Context: an optimization exercise on an open-source flow, tuned for small area and a short achievable clock period. The choices shown serve that exercise and are no tape-out recipe. No functional check of the RTL was part of this run. Power and IR drop assume default switching activity.

`flow/flow/run.sh`:
```
#!/bin/bash
# The standard layout (standard.sh, unchanged synthesis and steps), with
# plain buffers instead of delay cells on the ports. make's full output goes
# to standard.log here; each step's own log is under orfs/logs/.
set -euo pipefail
export BUFFER_PORTS_ARGS="-buffer_cell sky130_fd_sc_hd__buf_2"
bash standard.sh > standard.log 2>&1
```
`flow/standard.sh`:
```
#!/bin/bash
# synth_recipe.tcl (not shown) runs the flow's synth.tcl, then flattens the netlist and writes it again
# the make line also repeats each setting of config.mk as NAME=value (left out here)
make -C /OpenROAD-flow-scripts/flow DESIGN_CONFIG=/design/flow/config.mk WORK_HOME=/design/flow/orfs CLKGATE_MAP_FILE= SYNTH_SCRIPT=/design/flow/synth_recipe.tcl "${@:-finish}"
```
`flow/config.mk`:
```
export PLATFORM = sky130hd
export DESIGN_NAME = pipelined_regfile_2stage
export DESIGN_NICKNAME = pipelined_regfile_2stage
export VERILOG_FILES = /design/flow/design.v
export SDC_FILE = /design/flow/constraint.sdc
export NUM_CORES = 4
export LEC_CHECK = 0
export CAP_MARGIN = 20
export CORE_MARGIN = 2
export CORE_UTILIZATION = 60
export CTS_CLUSTER_DIAMETER = 60
export CTS_CLUSTER_SIZE = 20
export SETUP_SLACK_MARGIN = 3.9
export SLEW_MARGIN = 20
export SYNTH_HIERARCHICAL = 1
```
`flow/constraint.sdc`:
```
create_clock -name core_clock -period 7.0 [get_ports {clk}]
set_input_delay 1.4000 -clock core_clock [delete_from_list [all_inputs] [get_ports {clk}]]
set_output_delay 1.4000 -clock core_clock [all_outputs]
set_load 0.01 [all_outputs]
```
`flow/design.v`:
```
`timescale 1ns / 10ps
`timescale 1ns / 10ps
module alu (
  input  [15:0] a,       
  input  [15:0] b,       
  input  [15:0] pc,      
  input  [3:0]  op,
  input  [3:0]  imm,
  output [15:0] out,
  output [15:0] aux,
  output        cin,
  output        zero     
);
  wire [15:0] sext = {{12{imm[3]}}, imm};
  wire [15:0] addr = a + sext;
  assign zero = (a == b);
  wire [15:0] shr = imm[3] ? 16'd0 : a >> imm[2:0];
  wire sel_a   = (op == 4'b0000) | (op == 4'b0001) | (op == 4'b0110);
  wire sel_and = (op == 4'b0010);
  wire sel_xor = (op == 4'b0011);
  wire sel_shr = (op == 4'b0101);
  wire sel_mul = (op == 4'b0111) | (op == 4'b0100);
  wire sel_lw  = (op == 4'b1000);
  wire sel_sw  = (op == 4'b1001);
  wire sel_adr = sel_lw | sel_sw;
  wire sel_pc  = (op == 4'b1101);
  wire sub     = (op == 4'b0001) | (op == 4'b0110);
  wire [15:0] o0 = ({16{sel_a}}   & a)
                 | ({16{sel_and}} & (a & b))
                 | ({16{sel_xor}} & (a ^ b))
                 | ({16{sel_shr}} & shr)
                 | ({16{sel_adr}} & addr)
                 | ({16{sel_pc}}  & pc);
  wire [15:0] o1 = {16{sel_a | sel_adr}} & (b ^ {16{sub}});
  mul_csa M (.a(a), .b(b), .sel(sel_mul), .o0(o0), .o1(o1), .s(out), .c(aux));
  assign cin = sub;
endmodule
module mul_csa (
  input  [15:0] a,
  input  [15:0] b,
  input         sel,
  input  [15:0] o0,
  input  [15:0] o1,
  output [15:0] s,
  output [15:0] c
);
  wire [15:0] pp0 = a[15:0] & {16{b[0]}};
  wire [14:0] pp1 = a[14:0] & {15{b[1]}};
  wire [13:0] pp2 = a[13:0] & {14{b[2]}};
  wire [12:0] pp3 = a[12:0] & {13{b[3]}};
  wire [11:0] pp4 = a[11:0] & {12{b[4]}};
  wire [10:0] pp5 = a[10:0] & {11{b[5]}};
  wire [9:0] pp6 = a[9:0] & {10{b[6]}};
  wire [8:0] pp7 = a[8:0] & {9{b[7]}};
  wire [7:0] pp8 = a[7:0] & {8{b[8]}};
  wire [6:0] pp9 = a[6:0] & {7{b[9]}};
  wire [5:0] pp10 = a[5:0] & {6{b[10]}};
  wire [4:0] pp11 = a[4:0] & {5{b[11]}};
  wire [3:0] pp12 = a[3:0] & {4{b[12]}};
  wire [2:0] pp13 = a[2:0] & {3{b[13]}};
  wire [1:0] pp14 = a[1:0] & {2{b[14]}};
  wire [0:0] pp15 = a[0:0] & {1{b[15]}};
  wire s0 = pp0[13] ^ pp1[12];
  wire c0 = pp0[13] & pp1[12];
  wire s1, c1, t1;
  xor2 X1a (.a(pp0[14]), .b(pp1[13]), .y(t1));
  xor2 X1b (.a(t1), .b(pp2[12]), .y(s1));
  maj3 M1 (.a(pp0[14]), .b(pp1[13]), .c(pp2[12]), .y(c1));
  wire s2 = pp3[11] ^ pp4[10];
  wire c2 = pp3[11] & pp4[10];
  wire s3 = pp0[15] ^ pp1[14] ^ pp2[13];
  wire s4 = pp3[12] ^ pp4[11] ^ pp5[10];
  wire s5 = pp6[9] ^ pp7[8];
  wire s6 = pp0[9] ^ pp1[8];
  wire c6 = pp0[9] & pp1[8];
  wire s7 = pp0[10] ^ pp1[9] ^ pp2[8];
  wire c7 = (pp0[10] & pp1[9]) | (pp0[10] & pp2[8]) | (pp1[9] & pp2[8]);
  wire s8 = pp3[7] ^ pp4[6];
  wire c8 = pp3[7] & pp4[6];
  wire s9 = pp0[11] ^ pp1[10] ^ pp2[9];
  wire c9 = (pp0[11] & pp1[10]) | (pp0[11] & pp2[9]) | (pp1[10] & pp2[9]);
  wire s10 = pp3[8] ^ pp4[7] ^ pp5[6];
  wire c10 = (pp3[8] & pp4[7]) | (pp3[8] & pp5[6]) | (pp4[7] & pp5[6]);
  wire s11 = pp6[5] ^ pp7[4];
  wire c11 = pp6[5] & pp7[4];
  wire s12 = pp0[12] ^ pp1[11] ^ pp2[10];
  wire c12 = (pp0[12] & pp1[11]) | (pp0[12] & pp2[10]) | (pp1[11] & pp2[10]);
  wire s13 = pp3[9] ^ pp4[8] ^ pp5[7];
  wire c13 = (pp3[9] & pp4[8]) | (pp3[9] & pp5[7]) | (pp4[8] & pp5[7]);
  wire s14 = pp6[6] ^ pp7[5] ^ pp8[4];
  wire c14 = (pp6[6] & pp7[5]) | (pp6[6] & pp8[4]) | (pp7[5] & pp8[4]);
  wire s15 = pp9[3] ^ pp10[2];
  wire c15 = pp9[3] & pp10[2];
  wire s16 = pp2[11] ^ pp3[10] ^ pp4[9];
  wire c16 = (pp2[11] & pp3[10]) | (pp2[11] & pp4[9]) | (pp3[10] & pp4[9]);
  wire s17 = pp5[8] ^ pp6[7] ^ pp7[6];
  wire c17 = (pp5[8] & pp6[7]) | (pp5[8] & pp7[6]) | (pp6[7] & pp7[6]);
  wire s18 = pp8[5] ^ pp9[4] ^ pp10[3];
  wire c18 = (pp8[5] & pp9[4]) | (pp8[5] & pp10[3]) | (pp9[4] & pp10[3]);
  wire s19 = pp11[2] ^ pp12[1] ^ pp13[0];
  wire c19 = (pp11[2] & pp12[1]) | (pp11[2] & pp13[0]) | (pp12[1] & pp13[0]);
  wire s20 = pp5[9] ^ pp6[8] ^ pp7[7];
  wire c20 = (pp5[9] & pp6[8]) | (pp5[9] & pp7[7]) | (pp6[8] & pp7[7]);
  wire s21 = pp8[6] ^ pp9[5] ^ pp10[4];
  wire c21 = (pp8[6] & pp9[5]) | (pp8[6] & pp10[4]) | (pp9[5] & pp10[4]);
  wire s22 = pp11[3] ^ pp12[2] ^ pp13[1];
  wire c22 = (pp11[3] & pp12[2]) | (pp11[3] & pp13[1]) | (pp12[2] & pp13[1]);
  wire s23, c23, t23;
  xor2 X23a (.a(pp14[0]), .b(c0), .y(t23));
  xor2 X23b (.a(t23), .b(s1), .y(s23));
  maj3 M23 (.a(pp14[0]), .b(c0), .c(s1), .y(c23));
  wire s24 = pp8[7] ^ pp9[6] ^ pp10[5];
  wire s25 = pp11[4] ^ pp12[3] ^ pp13[2];
  wire s26 = pp14[1] ^ pp15[0] ^ c1;
  wire s27, c27, t27;
  xor2 X27a (.a(c2), .b(s3), .y(t27));
  xor2 X27b (.a(t27), .b(s4), .y(s27));
  wire s28 = pp0[6] ^ pp1[5];
  wire c28 = pp0[6] & pp1[5];
  wire s29 = pp0[7] ^ pp1[6] ^ pp2[5];
  wire c29 = (pp0[7] & pp1[6]) | (pp0[7] & pp2[5]) | (pp1[6] & pp2[5]);
  wire s30 = pp3[4] ^ pp4[3];
  wire c30 = pp3[4] & pp4[3];
  wire s31 = pp0[8] ^ pp1[7] ^ pp2[6];
  wire c31 = (pp0[8] & pp1[7]) | (pp0[8] & pp2[6]) | (pp1[7] & pp2[6]);
  wire s32 = pp3[5] ^ pp4[4] ^ pp5[3];
  wire c32 = (pp3[5] & pp4[4]) | (pp3[5] & pp5[3]) | (pp4[4] & pp5[3]);
  wire s33 = pp6[2] ^ pp7[1];
  wire c33 = pp6[2] & pp7[1];
  wire s34 = pp2[7] ^ pp3[6] ^ pp4[5];
  wire c34 = (pp2[7] & pp3[6]) | (pp2[7] & pp4[5]) | (pp3[6] & pp4[5]);
  wire s35 = pp5[4] ^ pp6[3] ^ pp7[2];
  wire c35 = (pp5[4] & pp6[3]) | (pp5[4] & pp7[2]) | (pp6[3] & pp7[2]);
  wire s36 = pp8[1] ^ pp9[0] ^ s6;
  wire c36 = (pp8[1] & pp9[0]) | (pp8[1] & s6) | (pp9[0] & s6);
  wire s37 = pp5[5] ^ pp6[4] ^ pp7[3];
  wire c37 = (pp5[5] & pp6[4]) | (pp5[5] & pp7[3]) | (pp6[4] & pp7[3]);
  wire s38 = pp8[2] ^ pp9[1] ^ pp10[0];
  wire c38 = (pp8[2] & pp9[1]) | (pp8[2] & pp10[0]) | (pp9[1] & pp10[0]);
  wire s39 = c6 ^ s7 ^ s8;
  wire c39 = (c6 & s7) | (c6 & s8) | (s7 & s8);
  wire s40 = pp8[3] ^ pp9[2] ^ pp10[1];
  wire c40 = (pp8[3] & pp9[2]) | (pp8[3] & pp10[1]) | (pp9[2] & pp10[1]);
  wire s41 = pp11[0] ^ c7 ^ c8;
  wire c41 = (pp11[0] & c7) | (pp11[0] & c8) | (c7 & c8);
  wire s42 = s9 ^ s10 ^ s11;
  wire c42 = (s9 & s10) | (s9 & s11) | (s10 & s11);
  wire s43 = pp11[1] ^ pp12[0] ^ c9;
  wire c43 = (pp11[1] & pp12[0]) | (pp11[1] & c9) | (pp12[0] & c9);
  wire s44 = c10 ^ c11 ^ s12;
  wire c44 = (c10 & c11) | (c10 & s12) | (c11 & s12);
  wire s45 = s13 ^ s14 ^ s15;
  wire c45 = (s13 & s14) | (s13 & s15) | (s14 & s15);
  wire s46 = s0 ^ c12 ^ c13;
  wire c46 = (s0 & c12) | (s0 & c13) | (c12 & c13);
  wire s47 = c14 ^ c15 ^ s16;
  wire c47 = (c14 & c15) | (c14 & s16) | (c15 & s16);
  wire s48 = s17 ^ s18 ^ s19;
  wire c48 = (s17 & s18) | (s17 & s19) | (s18 & s19);
  wire s49 = s2 ^ c16 ^ c17;
  wire c49 = (s2 & c16) | (s2 & c17) | (c16 & c17);
  wire s50 = c18 ^ c19 ^ s20;
  wire c50 = (c18 & c19) | (c18 & s20) | (c19 & s20);
  wire s51, c51, t51;
  xor2 X51a (.a(s21), .b(s22), .y(t51));
  xor2 X51b (.a(t51), .b(s23), .y(s51));
  maj3 M51 (.a(s21), .b(s22), .c(s23), .y(c51));
  wire s52 = s5 ^ c20 ^ c21;
  wire s53 = c22 ^ c23 ^ s24;
  wire s54, c54, t54;
  xor2 X54a (.a(s25), .b(s26), .y(t54));
  xor2 X54b (.a(t54), .b(s27), .y(s54));
  wire s55 = pp0[4] ^ pp1[3];
  wire c55 = pp0[4] & pp1[3];
  wire s56 = pp0[5] ^ pp1[4] ^ pp2[3];
  wire c56 = (pp0[5] & pp1[4]) | (pp0[5] & pp2[3]) | (pp1[4] & pp2[3]);
  wire s57 = pp3[2] ^ pp4[1];
  wire c57 = pp3[2] & pp4[1];
  wire s58 = pp2[4] ^ pp3[3] ^ pp4[2];
  wire c58 = (pp2[4] & pp3[3]) | (pp2[4] & pp4[2]) | (pp3[3] & pp4[2]);
  wire s59 = pp5[1] ^ pp6[0] ^ s28;
  wire c59 = (pp5[1] & pp6[0]) | (pp5[1] & s28) | (pp6[0] & s28);
  wire s60 = pp5[2] ^ pp6[1] ^ pp7[0];
  wire c60 = (pp5[2] & pp6[1]) | (pp5[2] & pp7[0]) | (pp6[1] & pp7[0]);
  wire s61 = c28 ^ s29 ^ s30;
  wire c61 = (c28 & s29) | (c28 & s30) | (s29 & s30);
  wire s62 = pp8[0] ^ c29 ^ c30;
  wire c62 = (pp8[0] & c29) | (pp8[0] & c30) | (c29 & c30);
  wire s63 = s31 ^ s32 ^ s33;
  wire c63 = (s31 & s32) | (s31 & s33) | (s32 & s33);
  wire s64 = c31 ^ c32 ^ c33;
  wire c64 = (c31 & c32) | (c31 & c33) | (c32 & c33);
  wire s65 = s34 ^ s35 ^ s36;
  wire c65 = (s34 & s35) | (s34 & s36) | (s35 & s36);
  wire s66 = c34 ^ c35 ^ c36;
  wire c66 = (c34 & c35) | (c34 & c36) | (c35 & c36);
  wire s67, c67, t67;
  xor2 X67a (.a(s37), .b(s38), .y(t67));
  xor2 X67b (.a(t67), .b(s39), .y(s67));
  maj3 M67 (.a(s37), .b(s38), .c(s39), .y(c67));
  wire s68, c68, t68;
  xor2 X68a (.a(c37), .b(c38), .y(t68));
  xor2 X68b (.a(t68), .b(c39), .y(s68));
  maj3 M68 (.a(c37), .b(c38), .c(c39), .y(c68));
  wire s69, c69, t69;
  xor2 X69a (.a(s40), .b(s41), .y(t69));
  xor2 X69b (.a(t69), .b(s42), .y(s69));
  maj3 M69 (.a(s40), .b(s41), .c(s42), .y(c69));
  wire s70, c70, t70;
  xor2 X70a (.a(c40), .b(c41), .y(t70));
  xor2 X70b (.a(t70), .b(c42), .y(s70));
  maj3 M70 (.a(c40), .b(c41), .c(c42), .y(c70));
  wire s71, c71, t71;
  xor2 X71a (.a(s43), .b(s44), .y(t71));
  xor2 X71b (.a(t71), .b(s45), .y(s71));
  maj3 M71 (.a(s43), .b(s44), .c(s45), .y(c71));
  wire s72, c72, t72;
  xor2 X72a (.a(c43), .b(c44), .y(t72));
  xor2 X72b (.a(t72), .b(c45), .y(s72));
  maj3 M72 (.a(c43), .b(c44), .c(c45), .y(c72));
  wire s73, c73, t73;
  xor2 X73a (.a(s46), .b(s47), .y(t73));
  xor2 X73b (.a(t73), .b(s48), .y(s73));
  maj3 M73 (.a(s46), .b(s47), .c(s48), .y(c73));
  wire s74, c74, t74;
  xor2 X74a (.a(c46), .b(c47), .y(t74));
  xor2 X74b (.a(t74), .b(c48), .y(s74));
  maj3 M74 (.a(c46), .b(c47), .c(c48), .y(c74));
  wire s75, c75, t75;
  xor2 X75a (.a(s49), .b(s50), .y(t75));
  xor2 X75b (.a(t75), .b(s51), .y(s75));
  maj3 M75 (.a(s49), .b(s50), .c(s51), .y(c75));
  wire s76, c76, t76;
  xor2 X76a (.a(c49), .b(c50), .y(t76));
  xor2 X76b (.a(t76), .b(c51), .y(s76));
  wire s77, c77, t77;
  xor2 X77a (.a(s52), .b(s53), .y(t77));
  xor2 X77b (.a(t77), .b(s54), .y(s77));
  wire s78 = pp0[3] ^ pp1[2];
  wire c78 = pp0[3] & pp1[2];
  wire s79 = pp2[2] ^ pp3[1] ^ pp4[0];
  wire c79 = (pp2[2] & pp3[1]) | (pp2[2] & pp4[0]) | (pp3[1] & pp4[0]);
  wire s80 = pp5[0] ^ c55 ^ s56;
  wire c80 = (pp5[0] & c55) | (pp5[0] & s56) | (c55 & s56);
  wire s81 = c56 ^ c57 ^ s58;
  wire c81 = (c56 & c57) | (c56 & s58) | (c57 & s58);
  wire s82 = c58 ^ c59 ^ s60;
  wire c82 = (c58 & c59) | (c58 & s60) | (c59 & s60);
  wire s83 = c60 ^ c61 ^ s62;
  wire c83 = (c60 & c61) | (c60 & s62) | (c61 & s62);
  wire s84 = c62 ^ c63 ^ s64;
  wire c84 = (c62 & c63) | (c62 & s64) | (c63 & s64);
  wire s85 = c64 ^ c65 ^ s66;
  wire c85 = (c64 & c65) | (c64 & s66) | (c65 & s66);
  wire s86, c86, t86;
  xor2 X86a (.a(c66), .b(c67), .y(t86));
  xor2 X86b (.a(t86), .b(s68), .y(s86));
  maj3 M86 (.a(c66), .b(c67), .c(s68), .y(c86));
  wire s87, c87, t87;
  xor2 X87a (.a(c68), .b(c69), .y(t87));
  xor2 X87b (.a(t87), .b(s70), .y(s87));
  maj3 M87 (.a(c68), .b(c69), .c(s70), .y(c87));
  wire s88, c88, t88;
  xor2 X88a (.a(c70), .b(c71), .y(t88));
  xor2 X88b (.a(t88), .b(s72), .y(s88));
  maj3 M88 (.a(c70), .b(c71), .c(s72), .y(c88));
  wire s89, c89, t89;
  xor2 X89a (.a(c72), .b(c73), .y(t89));
  xor2 X89b (.a(t89), .b(s74), .y(s89));
  maj3 M89 (.a(c72), .b(c73), .c(s74), .y(c89));
  wire s90, c90, t90;
  xor2 X90a (.a(c74), .b(c75), .y(t90));
  xor2 X90b (.a(t90), .b(s76), .y(s90));
  wire s91 = pp0[2] ^ pp1[1];
  wire c91 = pp0[2] & pp1[1];
  wire s92 = pp2[1] ^ pp3[0] ^ s78;
  wire c92 = (pp2[1] & pp3[0]) | (pp2[1] & s78) | (pp3[0] & s78);
  wire s93 = s55 ^ c78 ^ s79;
  wire c93 = (s55 & c78) | (s55 & s79) | (c78 & s79);
  wire s94 = s57 ^ c79 ^ s80;
  wire c94 = (s57 & c79) | (s57 & s80) | (c79 & s80);
  wire s95 = s59 ^ c80 ^ s81;
  wire c95 = (s59 & c80) | (s59 & s81) | (c80 & s81);
  wire s96 = s61 ^ c81 ^ s82;
  wire c96 = (s61 & c81) | (s61 & s82) | (c81 & s82);
  wire s97 = s63 ^ c82 ^ s83;
  wire c97 = (s63 & c82) | (s63 & s83) | (c82 & s83);
  wire s98 = s65 ^ c83 ^ s84;
  wire c98 = (s65 & c83) | (s65 & s84) | (c83 & s84);
  wire s99, c99, t99;
  xor2 X99a (.a(s67), .b(c84), .y(t99));
  xor2 X99b (.a(t99), .b(s85), .y(s99));
  maj3 M99 (.a(s67), .b(c84), .c(s85), .y(c99));
  wire s100, c100, t100;
  xor2 X100a (.a(s69), .b(c85), .y(t100));
  xor2 X100b (.a(t100), .b(s86), .y(s100));
  maj3 M100 (.a(s69), .b(c85), .c(s86), .y(c100));
  wire s101, c101, t101;
  xor2 X101a (.a(s71), .b(c86), .y(t101));
  xor2 X101b (.a(t101), .b(s87), .y(s101));
  maj3 M101 (.a(s71), .b(c86), .c(s87), .y(c101));
  wire s102, c102, t102;
  xor2 X102a (.a(s73), .b(c87), .y(t102));
  xor2 X102b (.a(t102), .b(s88), .y(s102));
  maj3 M102 (.a(s73), .b(c87), .c(s88), .y(c102));
  wire s103, c103, t103;
  xor2 X103a (.a(s75), .b(c88), .y(t103));
  xor2 X103b (.a(t103), .b(s89), .y(s103));
  maj3 M103 (.a(s75), .b(c88), .c(s89), .y(c103));
  wire s104, c104, t104;
  xor2 X104a (.a(s77), .b(c89), .y(t104));
  xor2 X104b (.a(t104), .b(s90), .y(s104));
  assign s = sel ? {c103, c102, c101, c100, c99, c98, c97, c96, c95, c94, c93, c92, c91, pp2[0], pp0[1], pp0[0]} : o0;
  assign c = sel ? {s104, s103, s102, s101, s100, s99, s98, s97, s96, s95, s94, s93, s92, s91, pp1[0], 1'b0} : o1;
endmodule
module xor2 (input a, input b, output y);
  assign y = a ^ b;
endmodule
module maj3 (input a, input b, input c, output y);
  assign y = (a & b) | (a & c) | (b & c);
endmodule
`timescale 1ns / 10ps
module regfile (
  input              clk,
  input              rst,
  input              wen,
  input  [15:0]      rsel1,     
  input  [15:0]      rsel2,
  input  [15:0]      inj2,      
  input  [3:0]       waddr,
  input  [15:0]      wdata,
  output [15:0]      rdata1,
  output [15:0]      rdata2
);
  reg [15:0] regdata [0:15];
  reg rst_q;
  always @(posedge clk) rst_q <= rst;
  wire [15:0] wd = rst_q ? 16'd0 : wdata;
  genvar i;
  generate
    for (i = 0; i < 16; i = i + 1) begin : r
      wire we = rst_q | (wen & (waddr == i));
      always @(posedge clk)
        if (we) regdata[i] <= (i == 1) ? (wd | {13'd0, rst_q, 1'b0, rst_q}) : wd;
    end
  endgenerate
  reg [15:0] rd1, rd2;
  integer k;
  always @(*) begin
    rd1 = 16'd0;
    rd2 = inj2;
    for (k = 0; k < 16; k = k + 1) begin
      rd1 = rd1 | ({16{rsel1[k]}} & regdata[k]);
      rd2 = rd2 | ({16{rsel2[k]}} & regdata[k]);
    end
  end
  assign rdata1 = rd1;
  assign rdata2 = rd2;
endmodule
`timescale 1ns / 1ps
`timescale 1ns / 10ps
module pipelined_regfile_2stage(clk, rst, imem_addr, imem_data, dmem_addr, dmem_wdata, dmem_we, dmem_re, dmem_rdata, wb_en, wb_addr, wb_data);
input clk;
input rst;
output [15:0] imem_addr;
input  [15:0] imem_data;
output [15:0] dmem_addr;
output [15:0] dmem_wdata;
output dmem_we;
output dmem_re;
input  [15:0] dmem_rdata;
output wb_en;
output [3:0] wb_addr;
output [15:0] wb_data;
reg  [15:0] pc;
wire [15:0] inst = imem_data;
wire [3:0]  op = inst[15:12];
wire        regdst = (op == 4'b1001) | (op == 4'b1010);
wire        jump = (op == 4'b1011) | (op == 4'b1101);
wire        jr = (op == 4'b1100);
wire [15:0] rdata1, rdata2;
wire [15:0] sel_rs = 16'd1 << inst[7:4];
wire [15:0] sel_rd = 16'd1 << inst[11:8];
wire [15:0] sel_rt = 16'd1 << inst[3:0];
wire        shl = (op == 4'b0100);
wire [15:0] sel2 = regdst ? sel_rd : shl ? 16'd0 : sel_rt;
wire [15:0] pow2 = (shl & ~inst[3]) ? (16'd1 << inst[2:0]) : 16'd0;
reg         wb_wen;
reg  [3:0]  wb_rd;
reg  [15:0] wb_val;
regfile RF0 (.clk(clk), .rst(rst), .wen(wb_wen), .rsel1(sel_rs), .rsel2(sel2), .inj2(pow2),
             .waddr(wb_rd), .wdata(wb_val), .rdata1(rdata1), .rdata2(rdata2));
reg         ex_v;
reg  [3:0]  ex_op, ex_imm, ex_rd;
reg  [15:0] ex_a, ex_b, ex_pc;
always @(posedge clk) begin
  ex_v   <= ~rst;
  ex_op  <= op;
  ex_imm <= inst[3:0];
  ex_rd  <= (op == 4'b1101) ? 4'd15 : inst[11:8];
  ex_a   <= rdata1;
  ex_b   <= rdata2;
  ex_pc  <= pc;
end
wire [15:0] ex_out, ex_aux;
wire        ex_cin, zero;
alu ALU0 (.a(ex_a), .b(ex_b), .pc(ex_pc), .op(ex_op), .imm(ex_imm),
          .out(ex_out), .aux(ex_aux), .cin(ex_cin), .zero(zero));
wire taken = ex_v & (ex_op == 4'b1010) & zero;
wire [15:0] btarget = ex_pc + {{12{ex_imm[3]}}, ex_imm};
wire [15:0] pc_next = jr ? rdata1 :
                      jump ? {pc[15:12], inst[11:0]} :
                      taken ? btarget : pc + 16'd1;
always @(posedge clk)
  pc <= rst ? 16'd0 : pc_next;
assign imem_addr = pc;
reg         mem_wen, mem_re, mem_we;
reg         mem_cin, mem_com, mem_eq;
reg  [3:0]  mem_rd;
reg  [15:0] mem_res, mem_aux;
always @(posedge clk) begin
  mem_wen <= ~rst & ex_v & ((ex_op <= 4'b1000) | (ex_op == 4'b1101));
  mem_re  <= ~rst & ex_v & (ex_op == 4'b1000);
  mem_we  <= ~rst & ex_v & (ex_op == 4'b1001);
  mem_cin <= ex_cin;
  mem_com <= (ex_op == 4'b0110);
  mem_eq  <= zero;
  mem_rd  <= ex_rd;
  mem_res <= ex_out;
  mem_aux <= ex_aux;
end
assign dmem_addr  = mem_res;
assign dmem_wdata = mem_aux;
assign dmem_we    = mem_we;
assign dmem_re    = mem_re;
wire [16:0] sum17 = {1'b0, mem_res} + {1'b0, mem_aux} + {16'd0, mem_cin};
wire        le = ~sum17[16] | mem_eq;
wire [15:0] sum = mem_com ? {15'd0, le} : sum17[15:0];
wire [15:0] mem_val = mem_re ? dmem_rdata : sum;
always @(posedge clk) begin
  wb_wen <= ~rst & mem_wen;
  wb_rd  <= mem_rd;
  wb_val <= mem_val;
end
assign wb_en   = wb_wen;
assign wb_addr = wb_rd;
assign wb_data = wb_val;
endmodule
```
==> run notes <==
-- modules after synthesis (local to each module, per instance) --
module	area, um2	cells inside	flops+latches	times used
regfile	11200	674	257	1
pipelined_regfile_2stage	5670	584	140	1
mul_csa	2830	316	0	1
alu	2390	316	0	1
maj3	11.3	1	0	21
xor2	8.76	1	0	54
-- cell type report --
class / instances / area (um2) / area share (%)
tap: 511 / 639 / 2.48
clock inverter: 22 / 246 / 0.955
multi-input combinational: 1381 / 11400 / 44.3
timing repair buffer: 229 / 1670 / 6.49
sequential: 397 / 10600 / 41.0
clock buffer: 42 / 943 / 3.65
inverter: 74 / 278 / 1.08
-- worst reg2reg max path: cells and delay by family (launching register included) --
| family | cells | cell delay [ps] |
|---|---|---|
| flops | 1 | 460 |
| mux | 1 | 270 |
| simple gates | 1 | 180 |
| fa+ha+maj | 4 | 1740 |
| buf+inv | 3 | 320 |
-- cell usage in the layout, fill, tap and decap left out, types with 13 or more instances in the layout --
cell       Yosys  routed
buf_4          6     106
and4_1        20      20
fa_1          61      59
xor2_1        74      73
a221oi_2      37      37
o22ai_1       22      18
nor2b_1       35      34
nor2_1        95      95
a211oi_1      16      15
o21ai_0       36      35
clkbuf_16      0      39
dfxtp_4        0      19
maj3_2        21      21
a222oi_1      21      21
buf_2         37     104
nand2_1      124     121
a21o_1        20      19
nand3_1       28      27
mux2_4        18      18
nand2b_1      20      19
o211ai_1      15      15
and2_1        77      76
inv_1         74      72
a22oi_1       76      76
a22o_1        95      95
mux2i_1       16      16
ha_1          75      74
edfxtp_1     256     256
nand4_1       33      33
a21oi_1       65      65
xnor2_1       55      55
a221oi_1      53      53
mux2_2        13      13
nor3_1        22      15
dfxtp_1      141     115
-- synth_stat cells, types with 21 or more instances --
master,n
edfxtp_1,256
a221oi_2,37
fa_1,61
buf_2,37
ha_1,75
a22oi_1,76
and2_1,77
inv_1,74
nor2b_1,35
nand3_1,28
a22o_1,95
xor2_1,74
buf_6,26
a21oi_1,65
o22ai_1,22
a221oi_1,53
xnor2_1,55
nand2_1,124
a222oi_1,21
maj3_2,21
nor3_1,22
nand4_1,33
clkbuf_1,38
o21ai_0,36
dfxtp_1,141
nor2_1,95
-- report_power, final --
group	internal [mW]	total (mW)	leakage [nW]	switching (mW)
clock network	1.05	2.05	0.578	1.00
logic	1.25	2.90	5.92	1.65
registers	3.00	3.40	3.80	0.399
total	5.31	8.36	10.3	3.05
-- timing repair --
action | 4_1_cts | 5_1_grt
cloned | 0 | 3
buffers inserted | 23 | 47
resized for setup | 50 | 44
pin swaps | 4 | 28
endpoints found under the setup margin | 33 | 40
-- sequential cells by signal (all words and copies together), names as in the netlist, 4 cells and up --
register,flops
RF0.regdata,256
ex_a,16
ex_b,16
ex_pc,16
mem_aux,16
mem_res,16
pc,16
wb_val,16
ex_imm,4
ex_op,4
ex_rd,4
mem_rd,4
wb_rd,4
-- metal layers --
metal | GRT usage (%) | vias up | wire, um
met1 | 50.6 | 8942 | 29700
li1 | - | 7809 | -
met2 | 62.1 | 1344 | 35800
met4 | 24.4 | 2 | 5810
met3 | 11.3 | 422 | 9170
met5 | 0 | - | 13
-- path summary, 6_finish.rpt --
path                               start          to  slack [ps]  cells after the start
worst min-delay path            ex_rd[0]   mem_rd[0]         330                      0
worst max-delay path             ex_b[1]  mem_aux[9]        3900                      9
worst max register to register   ex_b[1]  mem_aux[9]        3900                      9
worst min register to register  ex_rd[0]   mem_rd[0]         330                      0
-- logic make-up (layout without fill, tap and decap cells) --
family / after synthesis / after routing
AOI/OAI and AO/OA: 525 / 525
and+or+nand+nor: 506 / 506
DFF: 397 / 397
buffers and inverters: 194 / 367
adders and majority gates: 157 / 157
xor gates and xnor gates: 130 / 130
muxes: 55 / 55
other: 1 / 8
==> impl_metrics.json <==
{
  "fin_cells": 2656,
  "synth_seq_area_share_pct": 46.1,
  "fin_area_um2": 25800,
  "layout.nets": 2289,
  "fmax_ghz": 0.323,
  "synth_top_family_by_area": "compound AO/OA/AOI/OAI gates",
  "endpoint_kind": "flop",
  "synth_compound_gate_area_share_pct": 18.7,
  "fin_tns_setup_ps": 0,
  "min_path_type": "reg -> reg",
  "crit_family": "adder cells",
  "fin_crit_ps": 3100,
  "slew_viol_final": 0,
  "finalPower_mw": 8.36,
  "synthFlopType": "edfxtp_1",
  "drive_above_1_share_pct": 22.2,
  "vdd_ir_drop_max_v": 0.000246,
  "track_usage_pct": 40.3,
  "cp_slowest_stage_delay_ps": 470,
  "fin_ws_ps": 3900,
  "synthDominantCellAreaShare_pct": 33.7,
  "synth_area_leaders": "edfxtp_1 34%, dfxtp_1 12%, fa_1 5.4%",
  "wl_per_cell_um": 30.3,
  "cp.arrival_ps": 3560,
  "post_dp_cell_area_um2": 23700,
  "grt-ovfl-total": 0,
  "gp_congestion": 0.941,
  "maxCapViolations": 0,
  "num_rows": 71,
  "hold_slack_ps": 329,
  "tightest_slew_ps": 1180,
  "synth_fa_ha_area_share_pct": 10.5,
  "portBuffers": 104,
  "finalWirelength_um": 80500,
  "final_util_pct": 68.9,
  "grt_first_pass_wirelength_um": 115000,
  "dp_cells": 2519,
  "async_reset_ff_share_pct": 0,
  "dr.pass1.iters": 6,
  "yosysTopAreaCell": "edfxtp_1",
  "p_per_area_nw_per_um2": 324,
  "yosys.area_share.simple_pct": 11.7,
  "synth_cells": 1965,
  "place_ws_ps": 3290,
  "slew_headroom_pct": 21.1,
  "cpMaxStageDelayCell": "fa_2",
  "grt_pass1_vias": 17900,
  "cp.required_ps": 7460,
  "muxShareOfSynthArea_pct": 3.32,
  "htreeDepth": 2,
  "clockBufferDepth": 3,
  "finClkSkew_ps": 36.5,
  "postCtsHoldBufs": 0,
  "drtIter0Drc": 2444,
  "die_y_um": 199,
  "rsz0062_at_grt": "yes",
  "netlist_area_um2": 22800,
  "status": "timing/DRC/antenna clean",
  "clkLatencyLatePin_ps": 600,
  "path_clk_slew_ps": 80,
  "hpwl_um": 51000,
  "antenna_cells": 0,
  "io_pins": 105,
  "syn_avg_cell_area_um2": 11.6,
  "grt_max_degree": 38,
  "die_area_um2": 39600,
  "cpMostUsedCell": "fa_1",
  "area_growth_syn_to_layout_pct": 13.3,
  "ant_nets": 0,
  "ctsRootBufferMaster": "clkbuf_16",
  "synth_cell_types": 91,
  "hold_viol_final": 0,
  "initial_core_util_pct": 60.8,
  "tritoncts.num_buffers": 36,
  "synth_edf_count": 256,
  "vias": 18500,
  "antenna_found_initial": 3,
  "crit_path_cell_trace": "buf_8 -> and2_1 -> fa_2 -> fa_1 -> inv_2 -> fa_1 -> inv_1 -> fa_1 -> mux2_4",
  "critPathMaxFanout": 6,
  "ys_ff_latch": 397,
  "ys_warn_count": 9,
  "period_share_pct": 44.3,
  "core_um2": 37500,
  "fillCellCount": 2839,
  "fp.dieW_um": 199,
  "via_per_inst": 6.97,
  "path_buf_inv": 3,
  "criticalPathCategory": "reg -> reg",
  "critPathLaunchType": "flop",
  "cts_tree": "built",
  "synth_xor_area_share_pct": 5.03,
  "leakage_nw": 10.3,
  "setup_viol": 0,
  "clkSinkCount": 397,
  "route.detailed.drc": 0
}

==> what the ideal ports hide <==
The results above use ideal ports. As a check the final layout listed here was re-extracted and re-timed, cells and wires unchanged.
Step 1 (the two cells are an assumption about what drives the block):
set clk [get_ports {clk}]
set_driving_cell -lib_cell sky130_fd_sc_hd__clkbuf_16 $clk
set_driving_cell -lib_cell sky130_fd_sc_hd__buf_2 [delete_from_list [all_inputs] $clk]
Step 2 also shifts input and output timing later by t, the mid clock arrival at the registers, as if the neighbouring blocks saw the same clock.
a / b / c = ideal ports / drivers / drivers and shift; a / b = the first two.
t (ns): 0.638
setup WS [ns]: 3.900 / 3.900 / 3.352
worst data-port slew with drivers (ns): 0.06
After both steps setup and hold are still met in this run. For this run, drivers alone change the setup slack by 0.000 ns; drivers and shift together by -0.548 ns.
